Context: an optimization exercise on an open-source flow, tuned for small area. The choices shown serve that exercise and are no tape-out recipe. Function was checked by simulation only, so behaviour that the tests miss may differ from the original.

Setup of exp/indigo:
Design audio_core, start of the top module:
module audio_core
(
	input AUD_BCLK,
	input rst,
	input [2:0]SW,
	input AUD_ADCLRCK,
	input AUD_ADCDAT,
	input AUD_DACLRCK,
	output AUD_DACDAT
);
Size in the first run: ~1700 cells after synthesis, roughly 270 flip-flops, about 9 I/O pins, roughly 22000 um^2 of cells after synthesis.
export LEC_CHECK = 0
export CAP_MARGIN = 20
export CORE_MARGIN = 2
export CORE_UTILIZATION = 65
export CTS_BUF_LIST = sky130_fd_sc_hd__clkbuf_16
export CTS_CLUSTER_DIAMETER = 100
export CTS_CLUSTER_SIZE = 30
export PLACE_DENSITY = 0.75
export SLEW_MARGIN = 20
export SYNTH_HIERARCHICAL = 1
export SYNTH_MINIMUM_KEEP_SIZE = 0
create_clock -name core_clock -period 40.0 [get_ports {AUD_BCLK}]
standard.sh (not shown) runs the stock make flow with config.mk's settings and CLKGATE_MAP_FILE= SYNTH_SCRIPT=/design/flow/synth_recipe.tcl, a recipe that flattens the netlist after the stock synthesis.
==> flow/flow/run.sh <==
#!/bin/bash
# The standard layout, with the resizer's power recovery after global
# routing (it downsizes cells on paths with timing slack to spare).
set -o pipefail
export RECOVER_POWER=100
bash standard.sh finish > standard_flow.log 2>&1
The flow completed for exp/indigo, but it is not clean: the layout still shows max-capacitance violations, max-slew violations.
Here is what was changed in the inputs of exp/ember compared with exp/indigo.
Settings: changing CTS_CLUSTER_DIAMETER from 100 to 120; changing CTS_CLUSTER_SIZE from 30 to 34.
==> flow/run.sh (new file) <==
#!/bin/bash
# synth_recipe.tcl (not shown) runs the flow's synth.tcl, then flattens the netlist and writes it again
# the make line also repeats each setting of config.mk as NAME=value (left out here)
make -C /OpenROAD-flow-scripts/flow DESIGN_CONFIG=/design/flow/config.mk WORK_HOME=/design/flow/orfs CLKGATE_MAP_FILE= SYNTH_SCRIPT=/design/flow/synth_recipe.tcl finish
removed: flow/flow/run.sh
removed: flow/standard.sh
==> summary.txt <==
exp/ember: all stages complete, timing, DRC and antenna checks passed
In terms of cell count, exp/indigo and exp/ember differ only marginally.
exp/ember vs exp/indigo on data arrival time of the worst path: exp/ember is the lower one.
Routing usage on met2 essentially unchanged between exp/indigo and exp/ember.
exp/ember and exp/indigo ended up with nearly the same maximum frequency.
Edits applied to the flow inputs when going from exp/ember to exp/pepper:
Settings: CTS_CLUSTER_SIZE changed from 34 to 30; CTS_CLUSTER_DIAMETER changed from 120 to 100; CTS_BUF_LIST changed from sky130_fd_sc_hd__clkbuf_16 to sky130_fd_sc_hd__clkbuf_8 sky130_fd_sc_hd__clkbuf_16.
Findings:
- exp/pepper has completed all stages; timing, DRC and antenna checks passed.
- Diff exp/ember -> exp/pepper | wire length reported by the detailed router | increase of 0.72%
- From exp/ember to exp/pepper the numbers moved as follows: number of clock buffer instances in the layout higher; register-to-register slack decreased by 40 ps relative to the old numbers; number of antenna violations at the first check in global routing went down; mean routed wirelength per cell went up by about 0.5%.
- | slew of the pin with the lowest slew margin | lower: exp/pepper |
- Going from exp/ember to exp/pepper, fraction of area in multi-input gates shrinks by 0.17 points.
- There was hardly any difference in total via count after detailed routing between exp/ember and exp/pepper.
- Taking exp/ember as the reference, in exp/pepper final cell utilization of the core climbed 0.18 points; number of detailed-route iterations in the first pass picked up an extra 1.
- exp/pepper: clock skew 10 ps above exp/ember
The inputs of exp/yarrow differ from those of exp/pepper as listed below.
Settings: CTS_BUF_LIST now sky130_fd_sc_hd__clkbuf_16, was sky130_fd_sc_hd__clkbuf_8 sky130_fd_sc_hd__clkbuf_16.
Findings:
[compare] base=exp/pepper new=exp/yarrow: total count of max-transition violations in the final report saw little to no change, max-cap violation count saw little to no change, tap cell count saw little to no change. As far as area of the multi-input gates goes, exp/yarrow and exp/pepper are indistinguishable; the numbers are identical. Comparing exp/yarrow against exp/pepper, there is no change at all in number of cells on the critical path. exp/yarrow was carried through to the last stage, and its layout satisfied the timing, design-rule and antenna checks. Comparing exp/pepper against exp/yarrow, there is no change at all in chip width. exp/yarrow -> exp/pepper: clock buffer count from CTS delta 0, exact match. Estimated wirelength of the detail-placed design: exp/yarrow vs exp/pepper identical.

==> re-timing with driven ports <==
The flow's constraints put no driver on any port. The routed layouts listed below were extracted and timed again, unchanged, in two steps.
Step 1: set_driving_cell puts a clkbuf_16 on AUD_BCLK and a buf_2 on each other input, an assumption about the parent block.
Step 2 times the ports against the registers' clock, not the clock port: input delays grow and output delays shrink by t, the midpoint of the rising clock arrivals with the driver on.
a / b / c = ideal / step 1 / step 2; a / b = the first two.
run	t, ns	slack for setup (ns)	worst register clock-pin slew, ns	worst slew at a driven data input, ns
exp/indigo	0.555	8.859 / 8.859 / 8.859	0.12 / 0.12	0.05
exp/ember	0.556	8.885 / 8.885 / 8.885	0.12 / 0.12	0.05
exp/pepper	0.556	8.845 / 8.845 / 8.845	0.12 / 0.12	0.05
exp/yarrow	0.556	8.845 / 8.845 / 8.845	0.12 / 0.12	0.05
